Source: an optimization exercise on an open RTL-to-GDS flow (aim: small area). Production flows keep margins and buffers that such runs may drop.
In this exercise RTL edits were held to simulation tests only and were not proved equivalent to the original.
In this run the design's own scripts or RTL, not TritonCTS, make the clock network.
The flow treats the clock pin as an ideal source. Dropping or thinning the clock tree relies on that and would not hold on a real chip.
Power figures rest on the tool's default switching activity, not on a simulated workload.

### flow/config.mk
export PLATFORM = sky130hd
export DESIGN_NAME = calculator
export DESIGN_NICKNAME = calculator
export VERILOG_FILES = /design/flow/design.v
export SDC_FILE = /design/flow/constraint.sdc
export NUM_CORES = 8
export LEC_CHECK = 0
export CAP_MARGIN = 0
export CORE_MARGIN = 2
export CORE_UTILIZATION = 60
export GPL_TIMING_DRIVEN = 0
export SLEW_MARGIN = 0
### flow/constraint.sdc
create_clock -name core_clock -period 70.0 [get_ports {clk}]
set_input_delay 14.0000 -clock core_clock [delete_from_list [all_inputs] [get_ports {clk}]]
set_output_delay 14.0000 -clock core_clock [all_outputs]
set_load 0.01 [all_outputs]
### flow/design.v
module digit_unit (
  input  [3:0] a, input  [3:0] b, input  [1:0] k, input  [1:0] s,
  output reg [3:0] g, output neg, output dz);
  function [4:0] rstep; input [3:0] pr; input bitin; input [3:0] d;
    reg [4:0] t; reg [4:0] df;
    begin t = {pr, bitin}; df = t - {1'b0, d}; rstep = df[4] ? {1'b0, t[3:0]} : {1'b1, df[3:0]}; end
  endfunction
  assign neg = (k == 2'd1) & (a < b);
  assign dz  = (k == 2'd3) & (b == 4'd0);
  wire        sub = (k == 2'd1);
  wire        n   = a < b;
  wire [3:0] ma = a ^ {4{sub & n}};
  wire [3:0] mb = (k == 2'd2) ? b : 4'd1;
  wire [3:0] mc = (k == 2'd0) ? b : sub ? (b ^ {4{~n}}) : 4'd0;
  wire [7:0] full = ma * mb + mc + {7'd0, sub};
  wire [7:0] prd = sub ? {4'd0, full[3:0]} : full;
  wire [4:0] s3 = rstep(4'd0,  a[3], b);
  wire [4:0] s2 = rstep(s3[3:0], a[2], b);
  wire [4:0] s1 = rstep(s2[3:0], a[1], b);
  wire [4:0] s0 = rstep(s1[3:0], a[0], b);
  wire [3:0] qi = {s3[4], s2[4], s1[4], s0[4]};
  wire [3:0] r  = s0[3:0];
  wire [8:0] y  = r * 5'd25;
  wire [4:0] z6 = rstep(y[8:5], y[4], b);
  wire [4:0] z5 = rstep(z6[3:0], y[3], b);
  wire [4:0] z4 = rstep(z5[3:0], y[2], b);
  wire [4:0] z3 = rstep(z4[3:0], y[1], b);
  wire [4:0] z2 = rstep(z3[3:0], y[0], b);
  wire [4:0] z1 = rstep(z2[3:0], 1'b0, b);
  wire [4:0] z0 = rstep(z1[3:0], 1'b0, b);
  wire [6:0] z  = {z6[4], z5[4], z4[4], z3[4], z2[4], z1[4], z0[4]};
  wire [7:0] v = (k == 2'd3) ? {1'b0, z} : prd;
  wire [4:0] c4 = rstep({1'b0, v[7:5]}, v[4], 4'd10);
  wire [4:0] c3 = rstep(c4[3:0], v[3], 4'd10);
  wire [4:0] c2 = rstep(c3[3:0], v[2], 4'd10);
  wire [4:0] c1 = rstep(c2[3:0], v[1], 4'd10);
  wire [4:0] c0 = rstep(c1[3:0], v[0], 4'd10);
  wire [4:0] q10 = {c4[4], c3[4], c2[4], c1[4], c0[4]};
  wire [3:0] u   = c0[3:0];
  wire       h2  = (q10 >= 5'd20);
  wire       h1  = (q10 >= 5'd10) & ~h2;
  wire [3:0] t   = q10[3:0] - (h2 ? 4'd4 : h1 ? 4'd10 : 4'd0);
  always @* begin
    if (dz) g = (s == 2'd0) ? 4'd14 : 4'd0;
    else case (s)
      2'd0: g = u;
      2'd1: g = t;
      2'd2: g = (k == 2'd3) ? ((qi >= 4'd10) ? qi - 4'd10 : qi) : {2'b00, h2, h1};
      default: g = (k == 2'd3) ? {3'd0, qi >= 4'd10} : (neg ? 4'd10 : 4'd0);
    endcase
  end
endmodule
module calculator (
  input        clk,
  input        rst,
  input  [3:0] in_number,
  input  [3:0] arif,
  input  [1:0] key,
  output [3:0] anodes,
  output [7:0] segments,
  output [2:0] led
);
  wire [3:0] nin = rst ? 4'd0 : ~in_number;
  wire ld1 = (key == 2'b10);
  wire ld2 = (key == 2'b01);
  reg [3:0] r1, r2, ind;
  reg [1:0] lq;                       
  always @(posedge clk) begin
    ind <= nin;
    if (ld1 | rst) r1 <= nin;
    if (ld2 | rst) r2 <= nin;
    if (rst) lq <= 2'b10;
    else if (ld1) lq <= 2'b01;
    else if (ld2) lq <= 2'b11;
    else if (arif != 4'b1111) lq <= 2'b10;
  end
  assign led = {~(lq[1] & lq[0]), lq};
  reg [3:0] aA, aB;
  reg [1:0] ak;
  wire valid = (arif == 4'b1110) | (arif == 4'b1101) | (arif == 4'b1011) | (arif == 4'b0111);
  always @(posedge clk) begin
    if (valid | rst) begin
      aA <= r1;
      aB <= rst ? 4'd0 : r2;
      ak <= rst ? 2'd2 : {~arif[2] | ~arif[3], ~arif[1] | ~arif[3]};
    end
  end
  wire       sw = (arif == 4'b1111);
  wire [3:0] xA = sw ? ind : aA;
  wire [3:0] xB = sw ? 4'd0 : aB;
  wire [1:0] xk = sw ? 2'd0 : ak;
  localparam [11:0] POL = 12'haaa;
  reg  [11:0] q;
  wire [11:0] sr = q ^ POL;
  reg  [1:0]  shift;
  wire        z11   = (sr[10:0] == 11'd0);
  wire        pulse = z11 & ~sr[11];
  wire        fb    = sr[11] ^ sr[0] ^ sr[1] ^ sr[7] ^ z11;
  wire [1:0]  shift_n = shift + {1'b0, pulse};
  always @(posedge clk) begin
    q     <= rst ? (12'hd41 ^ POL) : ({sr[10:0], fb} ^ POL);
    shift <= rst ? 2'd0 : shift_n;
  end
  assign anodes = ~(4'b0001 << shift);
  wire [3:0] g;
  wire neg, dz;
  digit_unit du (.a(xA), .b(xB), .k(xk), .s(shift_n), .g(g), .neg(neg), .dz(dz));
  wire [1:0] cc = dz ? 2'd2 : (xk == 2'd3) ? 2'd3 : neg ? 2'd1 : 2'd0;
  reg [3:0] p;           
  reg [4:0] s1n;         
  reg [4:0] code;        
  wire       a3 = (shift_n == 2'd2);
  wire [4:0] f;
  assign f[0] = (p[0] & ~cc[1]) | (p[0] & cc[0]);
  assign f[1] = (~p[3] & p[1] & ~cc[1]) | (~p[2] & p[1] & ~cc[1] & cc[0]) | (p[3] & p[2] & cc[1] & ~cc[0]) | (~p[3] & p[1] & cc[0]);
  assign f[2] = (~p[3] & p[2] & ~cc[1]) | (p[3] & p[2] & cc[1] & ~cc[0]) | (~p[3] & p[2] & cc[0]);
  assign f[3] = (p[3] & ~p[1] & ~cc[1]) | (p[3] & ~p[1] & cc[0]) | (p[3] & ~p[2] & ~cc[1] & cc[0]) | (p[3] & p[2] & cc[1] & ~cc[0]);
  assign f[4] = (~p[1] & cc[1] & cc[0] & a3) | (~p[3] & cc[1] & cc[0] & a3);
  always @(posedge clk) begin
    p    <= rst ? 4'd0 : g;
    s1n  <= rst ? 5'h1f : ~f;
    code <= rst ? 5'd0 : ~s1n;
  end
  wire [3:0] c = code[3:0];
  wire [6:0] sg;
  assign sg[0] = (~c[3] & ~c[2] & ~c[1] & c[0]) | (c[3] & ~c[2] & c[1]) | (c[2] & ~c[1] & ~c[0]);
  assign sg[1] = (c[3] & c[1]) | (c[2] & ~c[1] & c[0]) | (c[2] & c[1] & ~c[0]);
  assign sg[2] = (~c[2] & c[1] & ~c[0]) | (c[3] & c[1]);
  assign sg[3] = (~c[3] & ~c[2] & ~c[1] & c[0]) | (c[3] & ~c[2] & c[1]) | (c[2] & ~c[1] & ~c[0]) | (c[2] & c[1] & c[0]);
  assign sg[4] = (c[0]) | (c[3] & ~c[2] & c[1]) | (c[2] & ~c[1]);
  assign sg[5] = (~c[3] & ~c[2] & c[0]) | (~c[2] & c[1]) | (c[1] & c[0]);
  assign sg[6] = (~c[3] & ~c[2] & ~c[1]) | (c[2] & c[1] & c[0]);
  assign segments = {~code[4], sg};
endmodule
### flow/flow/run.sh
#!/bin/bash
# Own layout flow: the standard ORFS flow (standard.sh) with these changes:
#  - synthesis: no hard adder cells, and an area-only ABC script (deepsyn + amap, no upsizing);
#    it runs with several random seeds in parallel and keeps the smallest netlist. The Yosys
#    steps that make the registers are the standard flow's own, so the registers are the standard ones.
#  - minimum-size port buffers (every port still gets one);
#  - a small clock tree: the clock port drives a few clock buffers, one per cluster of flip-flops.
set -euo pipefail
W=$(pwd)
# Synthesis candidates, each an ABC script: "s1 s2 ..." runs deepsyn with seed s1, maps (amap),
# cleans the mapped netlist with mfs3, for each further seed repeats deepsyn, amap and mfs3 on the
# result, and ends with two more rounds of amap and mfs3; "plain s" is deepsyn and amap only. mfs3 sometimes aborts, which only drops
# that candidate. The smallest netlist is kept.
CANDS=("2 10 11 24" "2 10 11" "2 10 11 25" "74 66" "2 10" "19 91 45" "12 10 11" "plain 6")
SEEDS=${#CANDS[@]}
T=${OWN_T:-240}
COMMON=(
  "ADDER_MAP_FILE="
  "ABC_AREA=1"
  "SYNTH_INSBUF=0"
  "BUFFER_PORTS_ARGS=-buffer_cell sky130_fd_sc_hd__buf_1"
)
make_scripts() {   # $1 folder, $2 candidate
  rm -rf "$1"
  cp -r "$FLOW_HOME/scripts" "$1"
  local c=($2) t=$T
  {
    echo strash
    if [[ "${c[0]}" == plain ]]; then
      printf '&get -n\n&deepsyn -T %s -S %s\n&put\ndch -f\namap\n' "$T" "${c[1]}"
    else
      for s in "${c[@]}"; do
        [[ $t == "$T" ]] || echo strash
        printf '&get -n\n&deepsyn -T %s -S %s\n&put\ndch -f\namap\nmfs3 -ae\n' "$t" "$s"
        t=120
      done
      # two more rounds of mapping and clean-up on the result
      printf 'strash\ndch -f\namap\nmfs3 -ae\nstrash\ndch -f\namap\nmfs3 -ae\n'
    fi
    echo topo
  } > "$1/abc_area.script"
  # the clock tree: own_clock_tree in place of TritonCTS
  sed -i "s|^log_cmd clock_tree_synthesis {\*}\$cts_args|source $W/flow/own_cts.tcl\nown_clock_tree 3 sky130_fd_sc_hd__clkbuf_8\nset_propagated_clock [all_clocks]|" "$1/cts.tcl"
  grep -q own_clock_tree "$1/cts.tcl"
}
for i in $(seq 1 "$SEEDS"); do
  make_scripts "$W/own_scripts_$i" "${CANDS[$((i - 1))]}"
  sed "s|$W/orfs|$W/cand_$i|g" "$W/standard.sh" > "$W/standard_$i.sh"
  ( bash "$W/standard_$i.sh" "SCRIPTS_DIR=$W/own_scripts_$i" "${COMMON[@]}" synth > "$W/own_synth_$i.log" 2>&1 \
      && echo ok > "$W/cand_$i.done" ) &
done
wait
best=""; barea=""
for i in $(seq 1 "$SEEDS"); do
  [[ -f "$W/cand_$i.done" ]] || continue
  a=$(grep -o "Chip area for module.*: [0-9.]*" "$W/cand_$i/reports/sky130hd/calculator/base/synth_stat.txt" | grep -o "[0-9.]*$")
  echo "candidate $i (${CANDS[$((i - 1))]}): synthesis area $a" | tee -a "$W/own_choice.log"
  if [[ -z "$best" ]] || awk "BEGIN{exit !($a < $barea)}"; then best=$i; barea=$a; fi
done
[[ -n "$best" ]]
echo "chosen seed $best ($barea)" | tee -a "$W/own_choice.log"
rm -rf "$W/orfs"
cp -a "$W/cand_$best" "$W/orfs"
for i in $(seq 1 "$SEEDS"); do [[ "$i" == "$best" ]] || rm -rf "$W/cand_$i"; done
bash standard.sh "SCRIPTS_DIR=$W/own_scripts_$best" "${COMMON[@]}" finish > "$W/own_layout.log" 2>&1
### flow/flow/own_cts.tcl
# Own clock tree: the clock port drives K buffers directly, each placed at the centre of a
# k-means cluster of the flip-flops and driving that cluster's clock pins.
proc own_clock_tree { k cell } {
  set block [ord::get_db_block]
  set pts {}
  foreach inst [$block getInsts] {
    set m [[$inst getMaster] getName]
    if {![regexp {__e?dfxtp_} $m]} { continue }
    set bb [$inst getBBox]
    lappend pts [list [$inst getName] [expr {([$bb xMin] + [$bb xMax]) / 2.0}] [expr {([$bb yMin] + [$bb yMax]) / 2.0}]]
  }
  set pts [lsort -real -index 1 $pts]
  set n [llength $pts]
  # initial centres: spread along x
  set cs {}
  for {set i 0} {$i < $k} {incr i} {
    set p [lindex $pts [expr {int(($i + 0.5) * $n / $k)}]]
    lappend cs [list [lindex $p 1] [lindex $p 2]]
  }
  for {set it 0} {$it < 50} {incr it} {
    set sum {}
    for {set i 0} {$i < $k} {incr i} { lappend sum [list 0.0 0.0 0] }
    set asg {}
    foreach p $pts {
      set best 0; set bd 1e30
      for {set i 0} {$i < $k} {incr i} {
        set c [lindex $cs $i]
        set d [expr {abs([lindex $p 1] - [lindex $c 0]) + abs([lindex $p 2] - [lindex $c 1])}]
        if {$d < $bd} { set bd $d; set best $i }
      }
      lappend asg $best
      set s [lindex $sum $best]
      lset sum $best [list [expr {[lindex $s 0] + [lindex $p 1]}] [expr {[lindex $s 1] + [lindex $p 2]}] [expr {[lindex $s 2] + 1}]]
    }
    for {set i 0} {$i < $k} {incr i} {
      set s [lindex $sum $i]
      if {[lindex $s 2] > 0} { lset cs $i [list [expr {[lindex $s 0] / [lindex $s 2]}] [expr {[lindex $s 1] / [lindex $s 2]}]] }
    }
  }
  set dbu [$block getDbUnitsPerMicron]
  for {set i 0} {$i < $k} {incr i} {
    set pins {}
    foreach p $pts a $asg { if {$a == $i} { lappend pins [get_pins [lindex $p 0]/CLK] } }
    if {![llength $pins]} { continue }
    set c [lindex $cs $i]
    insert_buffer -buffer_cell $cell -net clk -load_pins $pins \
      -location [list [expr {[lindex $c 0] / $dbu}] [expr {[lindex $c 1] / $dbu}]] \
      -buffer_name clkbuf_own_$i -net_name clk_own_$i
    puts "own clock tree: buffer $i $cell drives [llength $pins] flip-flops"
  }
}
### flow/standard.sh
#!/bin/bash
# synth_recipe.tcl (not shown) runs the flow's synth.tcl, then flattens the netlist and writes it again
# the make line also repeats each setting of config.mk as NAME=value (left out here)
make -C /OpenROAD-flow-scripts/flow DESIGN_CONFIG=/design/flow/config.mk WORK_HOME=/design/flow/orfs CLKGATE_MAP_FILE= SYNTH_SCRIPT=/design/flow/synth_recipe.tcl "${@:-finish}"
==> run summary <==
Top Ports=27; r2r setup slk=between 50 and 60 ns; Hold Buf Count CTS=0; number of post-CTS setup repair buffers=0; worst setup path class=in2reg; Hold Path Class=reg2reg; Biggest register=q; Initial Util=61.80%; Place WS=between 40 and 50 ns; Worst EP arrival=approximately 25 ns; crit-path max cell delay=about 0.55 ns; Peak VDD IR=0.01833 mV; core footprint=around 5500 um^2; register bit total from synthesis=52; Yosys cell types=40; average wire per standard cell=~14 um; overall routing resource usage=27.88%; Async S/R FF share, synth=0%; Horiz. Die Dim=about 79 um; Fin Clk Skew=between 0.02 and 0.025 ns; initial antenna violation count=0; ant diodes=0; CP max stage cell=a311oi_1; Final Setup Violations=0; DIE HEIGHT=about 79 um; Via-to-Cell Ratio=6.103; Die ar.=about 6300 um^2; dominant cell type by area after synthesis=dfxtp_1; gr ovfl total=0; CP required=approximately 70 ns; P&R area growth vs syn=6.728%; Worst R2R Start=aB[1]; most frequent cell after synthesis=nor2_1; ys flop type=dfxtp_1; Final nets=536; commonest cells in the netlist=nor2_1 (104), nand2_1 (65), o21ai_0 (54); Max FO, Critical Path=10; crit path launch type=input pin; clock insertion delay at the later pin of the skew report=between 0.15 and 0.2 ns; worst-margin pin slew=1.118 ns; number of global-route vias before repair=roughly 3.2k; global-route wire length before repair=14.47 mm; Post-synth EDFFs=18; MaxCap Viol Count=0; Final Critical Period=25.12 ns; fin area=between 3000 and 4000 um^2; CTS resizes=0; setup TNS=0 ns; Largest register FFs=12; Residual DRC=0; Final ANT Viol Nets=0; crit share post-route=between 30% and 40%; Clock transition at path regs=approximately 0.08 ns; fmax=0.03982 GHz; RSZ-0062 raised after global routing=false; post-synth top area share=between 20% and 30%; Mapped Avg Cell Area=slightly below 7 um^2; row cnt=27; most frequent CP cell=nor2_1; layout cell share with drive strength beyond 1=less than 1%; sequential fraction of the synthesis area=a little over a third; # port buffers=26; crit path from=arif[3]; Worst Slack Setup Final=44.88 ns; Worst Setup End Kind=flip-flop; Yosys warnings=2; Post-Route WL=between 8 and 9 mm; Largest regs=q x12, code x5, s1n x5; Lkg Pwr=approximately 1.3 nW; top post-synthesis cells by area=dfxtp_1 (20%), edfxtp_1 (16%), nor2_1 (11%); DRT Pass-1 Iters=5; post-DP HPWL=6.644 mm; total design power=0.1101 mW; Critical Path End=p[3]; Syn Inst Count=493; Initial DRC Count=339; Slew HR=around 25%; total nets after synthesis=505; Final Hold Vio Count=0; Placed Instances=a little under 600; Non-Filler Instances=between 500 and 600; r2r worst-path depth=62; placed cell area=3591 um^2; R2R Path End=p[3]; via count=about 3.6k; status=finished clean; P per Cell Area=approximately 30 nW/um^2; Post-Synthesis Cell Area=roughly 3400 um^2; max-slew violations=0; routability cong.=roughly 1; largest net degree at the start of global routing=25
placed cells by master, fill, tap and decap left out, types with 7 or more instances in the layout:
cell type and count:
o21ai_0 54, nand2_1 65, nor2_1 104, and2_0 7, o22ai_1 26, clkinv_1 40
nor2b_1 19, dfxtp_1 34, buf_1 26, nor3_1 16, edfxtp_1 18, a21oi_1 35
nand3_1 10
metrics by stage:
step	utilization, %	hold slack [ns]
floorplan	-	0.3434
global placement	65.21	0.3495
detailed placement	65.21	0.3493
CTS	65.96	0.3689
global route	65.96	0.3887
finish	65.96	0.3657
kinds of logic (layout without fill, tap and decap cells):
family	Yosys count	in the layout	synth area share, %
AND/OR/NAND/NOR	236	236	30.15
AO/OA/AOI/OAI	165	165	29.56
buffers and inverters	40	69	4.412
flip-flops	52	52	35.88
critical path: cells and delay by family:
| family | cells | cell delay, ns |
|---|---|---|
| and+or+nand+nor | 24 | 3.82 |
| AOI/OAI and AO/OA | 28 | 6.61 |
| buffers and inverters | 3 | 0.68 |
report_power, final:
part / switching, mW / internal (mW)
sequential: 0.00325 / 0.0349
clock: 0.00678 / 0.00397
combinational: 0.0398 / 0.0213
cell type report, without the clock buffers:
type,count,area [um^2]
inverter,40,150.1
fill,512,1874
timing repair buffer,26,97.59
multi-input combinational,401,2032
tap,72,90.09
sequential,52,1221
worst min-delay path by stage:
stage            from  slack (ns)  cells past startpoint       to
2_1_floorplan    p[0]        0.34                      1   s1n[0]
3_3_place_gp     p[0]        0.35                      1   s1n[0]
3_5_place_dp     p[0]        0.35                      1   s1n[0]
4_1_cts          p[0]        0.37                      1   s1n[0]
5_1_grt        s1n[4]        0.39                      1  code[4]
6_report         p[0]        0.37                      1   s1n[0]
layer usage:
metal | global-route usage [%] | vias up | routed length [um]
met4 | 7.586 | 0 | 231
li1 | - | 1849 | -
met2 | 48.47 | 151 | 4018
met1 | 37.52 | 1600 | 3816
met5 | 0 | - | 0
met3 | 2.045 | 25 | 527

[separate check: timing with driven ports]
In the flow no input, the clock included, has a driving cell. The finished layout below was timed again as built, in two steps. Step 1 assumes that a clkbuf_16 drives the clock port and a buf_2 every other input. Step 2 times the ports against the registers' clock, not the clock port: input delays grow and output delays shrink by t, the midpoint of the rising clock arrivals with the driver on. Three values: no drivers, after step 1, after step 2; two values: the first two.
t (ns): 0.198
setup slack, ns: 44.884 / 44.910 / 44.712
worst register clock-pin slew, ns: 0.11 / 0.11
After both steps this run still meets setup and hold. The setup slack of this run moves by +0.026 ns with the drivers and by -0.172 ns with both steps.
